Context: an optimization exercise on an open-source flow, tuned for small area. The choices shown serve that exercise and are no tape-out recipe. In this exercise RTL edits were held to simulation tests only and were not proved equivalent to the original. Power and IR drop assume default switching activity.

==> flow/design.v <==
module top_stopwatch(
  input wire clk_100mhz,
  input wire rst,
  input wire btn_reset_raw,
  input wire btn_pause_raw,
  input wire sw_adj_raw,
  input wire sw_sel_raw,
  output wire [6:0] seg,
  output wire [3:0] an,
  output wire dp,
  output wire [3:0] led
);
  localparam [5:0] F_R = 6'b011011, F_S1 = 6'b001001, F_S2 = 6'b101101,
                   F_S48 = 6'b001110, F_S49 = 6'b100010, F_J = 6'b111011;
  localparam [6:0] L_R = 7'b0001001, L_S99 = 7'b0011011, L_J = 7'b1001001;
  localparam [11:0] B_R = 12'b011110100011, B_J = 12'b111110100011;
  reg [5:0] f;
  reg [6:0] l;
  reg h;
  reg [11:0] b;
  wire tick_fast = (f == F_J);
  wire upd       = ~f[5] & ~f[4] & f[2] & f[1];  
  wire late      = (f[5] & ~f[3] & ~f[2] & f[1] & ~f[0]) | tick_fast;  
  wire f1        = ~f[5] & ~f[4] & f[3] & ~f[2] & ~f[1];  
  wire f2        = (f == F_S2);
  wire l99       = (l == L_S99);
  wire tick_2hz  = tick_fast & l99;
  wire tick_1hz  = tick_2hz & h;
  wire tick_blink = &{b[11:7], ~b[6], b[5], ~b[4], ~b[3], b[0]};  
  wire after_2hz = f1 & (l == L_J);
  wire after_1hz = after_2hz & ~h;
  always @(posedge clk_100mhz) begin
    if (rst) begin
      f <= F_R; l <= L_R; h <= 1'b0; b <= B_R;
    end else begin
      f <= {~f[4:0], f[5] ^ f[0] ^ tick_fast};
      if (tick_fast) l <= {~l[5:0], l[6] ^ l[0] ^ (l == L_J)};
      if (tick_2hz) h <= ~h;
      b <= {~b[10:0], b[11] ^ b[2] ^ b[0] ^ tick_blink};
    end
  end
  function [3:0] c_nxt;
    input [3:0] c;
    input x;
    begin
      c_nxt[0] = ~((~x) | (c[2] & c[3]) | (c[0] & ~c[2] & ~c[3]) | (~c[0] & ~c[1] & ~c[2]));
      c_nxt[1] = ~((c[0] & x));
      c_nxt[2] = (~c[1] & x);
      c_nxt[3] = ~((c[2] & x));
    end
  endfunction
  function is_jc;
    input [3:0] c;
    is_jc = (~c[0] & ~c[2] & ~c[3]);
  endfunction
  function is_10;
    input [3:0] c;
    is_10 = (c[1] & c[2] & c[3]);
  endfunction
  localparam [3:0] C_S = 4'd10;
  reg o_adj, o_sel, o_rst, o_pau;
  reg [3:0] c_adj, c_sel, c_rst, c_pau;
  wire x_adj = sw_adj_raw ^ o_adj, x_sel = sw_sel_raw ^ o_sel;
  wire x_rst = btn_reset_raw ^ o_rst, x_pau = btn_pause_raw ^ o_pau;
  wire [3:0] n_adj = c_nxt(c_adj, x_adj), n_sel = c_nxt(c_sel, x_sel);
  wire [3:0] n_rst = c_nxt(c_rst, x_rst), n_pau = c_nxt(c_pau, x_pau);
  always @(posedge clk_100mhz) begin
    if (rst) begin
      o_adj <= 1'b0; o_sel <= 1'b0; o_rst <= 1'b0; o_pau <= 1'b0;
      c_adj <= C_S; c_sel <= C_S; c_rst <= C_S; c_pau <= C_S;
    end else if (upd) begin
      c_adj <= n_adj; if (x_adj && is_10(c_adj)) o_adj <= ~o_adj;
      c_sel <= n_sel; if (x_sel && is_10(c_sel)) o_sel <= ~o_sel;
      c_rst <= n_rst; if (x_rst && is_10(c_rst)) o_rst <= ~o_rst;
      c_pau <= n_pau; if (x_pau && is_10(c_pau)) o_pau <= ~o_pau;
    end
  end
  wire jc_adj = is_jc(c_adj), jc_sel = is_jc(c_sel);
  wire jc_rst = is_jc(c_rst), jc_pau = is_jc(c_pau);
  wire sw_adj    = o_adj ^ (late & jc_adj);
  wire sw_sel    = o_sel ^ (late & jc_sel);
  wire btn_reset = o_rst ^ (late & jc_rst);
  wire sys_rst   = rst | btn_reset;
  wire adj_before = o_adj ^ jc_adj;
  wire rst_before = o_rst ^ jc_rst;
  wire pause_tog = f2 & o_pau & ~o_rst & (jc_pau | jc_rst);
  wire f_r = (f == F_R);                  
  wire adj_prev = sw_adj ^ (f1 & jc_adj);
  wire rst_prev = btn_reset ^ (f1 & jc_rst);
  wire m = adj_prev & ~rst_prev & ~f_r;
  wire s = sw_sel ^ (f1 & jc_sel);
  reg p;
  always @(posedge clk_100mhz) begin
    if (sys_rst) p <= 1'b0;
    else if (~m & pause_tog) p <= ~p;
  end
  wire use_2hz = m;
  wire sel_minutes = m & ~s;
  wire sel_seconds = m & s;
  wire is_run = ~m & ~p;
  wire count_enable = is_run & ~sw_adj;
  wire ok_before = f1 & ~rst_before;
  wire base_sec_ones = ok_before &
    (use_2hz ? (sel_seconds & after_2hz) : (is_run & ~adj_before & after_1hz));
  wire base_min_ones = ok_before & sel_minutes & after_2hz;
  reg [3:0] so, mo;
  reg [2:0] st, mt;
  function [3:0] inc10;
    input [3:0] d;
    begin
      inc10[0] = ~d[0];
      inc10[1] = ~d[3] & (d[1] ^ d[0]);
      inc10[2] = d[2] ^ (d[1] & d[0]);
      inc10[3] = (d[3] & ~d[0]) | (d[2] & d[1] & d[0]);
    end
  endfunction
  function [2:0] inc6;
    input [2:0] d;
    begin
      inc6[0] = ~d[0];
      inc6[1] = ~d[2] & (d[1] ^ d[0]);
      inc6[2] = (d[2] & ~d[0]) | (d[1] & d[0]);
    end
  endfunction
  wire c_so = base_sec_ones & so[3] & so[0];
  wire c_st = c_so & st[2] & st[0];
  wire en_mo = base_min_ones | (c_st & ~use_2hz);
  wire c_mo = en_mo & mo[3] & mo[0];
  always @(posedge clk_100mhz) begin
    if (sys_rst) begin so <= 4'd0; st <= 3'd0; mo <= 4'd0; mt <= 3'd0; end
    else begin
      if (base_sec_ones) so <= inc10(so);
      if (c_so) st <= inc6(st);
      if (en_mo) mo <= inc10(mo);
      if (c_mo) mt <= inc6(mt);
    end
  end
  reg hb_1hz, hb_2hz, hb_blink;
  always @(posedge clk_100mhz) begin
    if (sys_rst) begin hb_1hz <= 1'b0; hb_2hz <= 1'b0; hb_blink <= 1'b0; end
    else begin
      if (tick_1hz) hb_1hz <= ~hb_1hz;
      if (tick_2hz) hb_2hz <= ~hb_2hz;
      if (tick_blink) hb_blink <= ~hb_blink;
    end
  end
  assign led = {~count_enable, hb_blink, hb_2hz, hb_1hz};
  reg [1:0] idx;
  always @(posedge clk_100mhz) begin
    if (sys_rst) idx <= 2'd0;
    else if (tick_fast) idx <= idx + 2'd1;
  end
  reg [3:0] bcd;
  always @(*) begin
    case (idx)
      2'd0: bcd = so;
      2'd1: bcd = {1'b0, st};
      2'd2: bcd = mo;
      default: bcd = {1'b0, mt};
    endcase
  end
  wire blank = m & ~hb_blink & (s ? ~idx[1] : idx[1]);
  function [6:0] seg7;
    input [3:0] d;
    begin
      seg7[0] = (~d[0] & ~d[1] & d[2]) | (d[0] & ~d[1] & ~d[2] & ~d[3]);
      seg7[1] = (~d[0] & d[1] & d[2]) | (d[0] & ~d[1] & d[2]);
      seg7[2] = (~d[0] & d[1] & ~d[2]);
      seg7[3] = (~d[0] & ~d[1] & d[2]) | (d[0] & d[1] & d[2]) | (d[0] & ~d[1] & ~d[2] & ~d[3]);
      seg7[4] = (d[0]) | (~d[1] & d[2]);
      seg7[5] = (d[1] & ~d[2]) | (d[0] & d[1]) | (d[0] & ~d[2] & ~d[3]);
      seg7[6] = (~d[1] & ~d[2] & ~d[3]) | (d[0] & d[1] & d[2]);
    end
  endfunction
  wire [6:0] seg_n = seg7(bcd);
  assign seg = blank ? 7'b1111111 : seg_n;
  assign an = ~(4'b0001 << idx);
  assign dp = 1'b1;
endmodule
clock: 10.0 ns
lec_check: 0
abc_area: 1
cap_margin: 0
core_margin: 2
core_utilization: 40
gpl_timing_driven: 0
slew_margin: 0
standard.sh (not shown) runs the stock make flow with config.mk's settings and CLKGATE_MAP_FILE= SYNTH_SCRIPT=/design/flow/synth_recipe.tcl, a recipe that flattens the netlist after the stock synthesis.
==> flow/flow/run.sh <==
#!/bin/bash
# Own layout flow: the standard flow (standard.sh) with three changes:
#  1. after the standard synthesis (kept as is: registers, their names and
#     cells untouched), the combinational logic between the registers is
#     re-mapped by ABC with area-oriented scripts (flow/r*.abc, most of them
#     ABC's &deepsyn with different seeds); the smallest result is kept;
#  2. ports are buffered with the smallest buffer (buf_1);
#  3. clock tree synthesis without dummy loads, with small clock buffers.
# Each tool's output goes to a log file of its own in the work folder.
set -euo pipefail
W=$(pwd)
R=$W/orfs/results/${FLOW_PLATFORM:-sky130hd}/top_stopwatch/base
LIB=$FLOW_HOME/platforms/sky130hd/lib/sky130_fd_sc_hd__tt_025C_1v80.lib
source $W/flow/knobs.sh

bash standard.sh synth > $W/log_1_standard_synth.log 2>&1

# cell functions of the combinational cells (sequential cells stay black boxes)
yosys -q -p "read_liberty -ignore_miss_func $LIB; write_verilog -noattr $W/cells_all.v" > $W/log_2_cells.log 2>&1
awk '/^module /{buf=""; keep=1} {buf=buf $0 "\n"} /always|reg /{keep=0} /^endmodule/{if(keep) printf "%s\n", buf; buf=""}' \
  $W/cells_all.v > $W/cells_comb.v
DU=$(sed -n '/DONT_USE_CELLS += /,/^#/p' $FLOW_HOME/platforms/sky130hd/config.mk | grep -o "sky130_fd_sc_hd__[a-z0-9_]*" | sed 's/^/-dont_use /' | tr '\n' ' ')
cp $R/1_2_yosys.v $W/synth_standard.v
remap() {
  local n=$1
  cp $W/flow/$n.abc $W/remap_$n.abc
  yosys -p "read_liberty -lib $LIB; read_verilog -overwrite $W/cells_comb.v; read_verilog $W/synth_standard.v; \
    hierarchy -top $FLOW_TOP; flatten; proc; techmap; opt -fast -purge; \
    abc -liberty $LIB $DU -script $W/remap_$n.abc; opt_clean -purge; \
    hilomap -singleton -hicell sky130_fd_sc_hd__conb_1 HI -locell sky130_fd_sc_hd__conb_1 LO; \
    splitnets; opt_clean -purge; stat -liberty $LIB; write_verilog -noattr -nohex -nodec $W/synth_remap_$n.v" \
    > $W/log_3_remap_$n.log 2>&1 || true
}
# the scripts run NUM_CORES at a time
k=0
for s in $W/flow/r*.abc; do
  remap $(basename $s .abc) &
  k=$((k + 1))
  if (( k % ${NUM_CORES:-4} == 0 )); then wait; fi
done
wait
best=""; best_area=""
for s in $W/flow/r*.abc; do
  n=$(basename $s .abc)
  [[ -s $W/synth_remap_$n.v ]] || continue
  a=$(grep "Chip area" $W/log_3_remap_$n.log | tail -1 | awk '{print $NF}')
  [[ -n "$a" ]] || continue
  echo "$n $a" >> $W/remap_areas.txt
  if [[ -z "$best" ]] || awk -v a="$a" -v b="$best_area" 'BEGIN{exit !(a<b)}'; then best=$n; best_area=$a; fi
done
echo "chosen $best $best_area" >> $W/remap_areas.txt
cp $W/synth_remap_$best.v $R/1_2_yosys.v
rm -f $R/1_synth.odb $R/1_synth.sdc

bash standard.sh > $W/log_4_standard_rest.log 2>&1
Other scripts of this flow, unchanged in this note and not shown: flow/flow/knobs.sh, flow/flow/r0.abc, flow/flow/r1.abc, flow/flow/r10.abc, flow/flow/r11.abc, flow/flow/r12.abc, flow/flow/r13.abc, flow/flow/r14.abc, flow/flow/r15.abc, flow/flow/r2.abc, flow/flow/r3.abc, flow/flow/r4.abc, flow/flow/r5.abc, flow/flow/r6.abc, flow/flow/r7.abc, flow/flow/r8.abc, flow/flow/r9.abc
Change:
--- a/flow/config.mk
+++ b/flow/config.mk
@@ -9,5 +9,6 @@
 export CAP_MARGIN = 0
 export CORE_MARGIN = 2
-export CORE_UTILIZATION = 40
+export CORE_UTILIZATION = 65
 export GPL_TIMING_DRIVEN = 0
+export PLACE_DENSITY = 0.8
 export SLEW_MARGIN = 0
Outcome:
- sequential cell count is unchanged
- utilization went up by 27 points
- register-to-register slack gains 790 ps
- total power went up slightly
- hold slack hardly moves

-- separate check: timing with driven ports --
The flow's constraints put no driver on any port. The routed layouts listed below were extracted and timed again, unchanged, in two steps. Step 1 assumes that a clkbuf_16 drives the clock port and a buf_2 every other input. Step 2 adds t to the input delays and takes it off the output delays; t is the mean of the earliest and latest rising clock arrival at the registers after step 1. Input paths then give back, and output paths get back, about the clock's delay inside the block. Three values: ideal, step 1, step 2; two values: the first two.
run	t (ns)	setup WS [ns]	worst setup path after step 2	worst register clock-pin slew, ns
the first run	0.408	3.687 / 3.662 / 4.070	register to output	0.10 / 0.10
the second run	0.407	4.514 / 4.487 / 4.895	register to output	0.10 / 0.10
After both steps setup and hold are still met in every run listed.
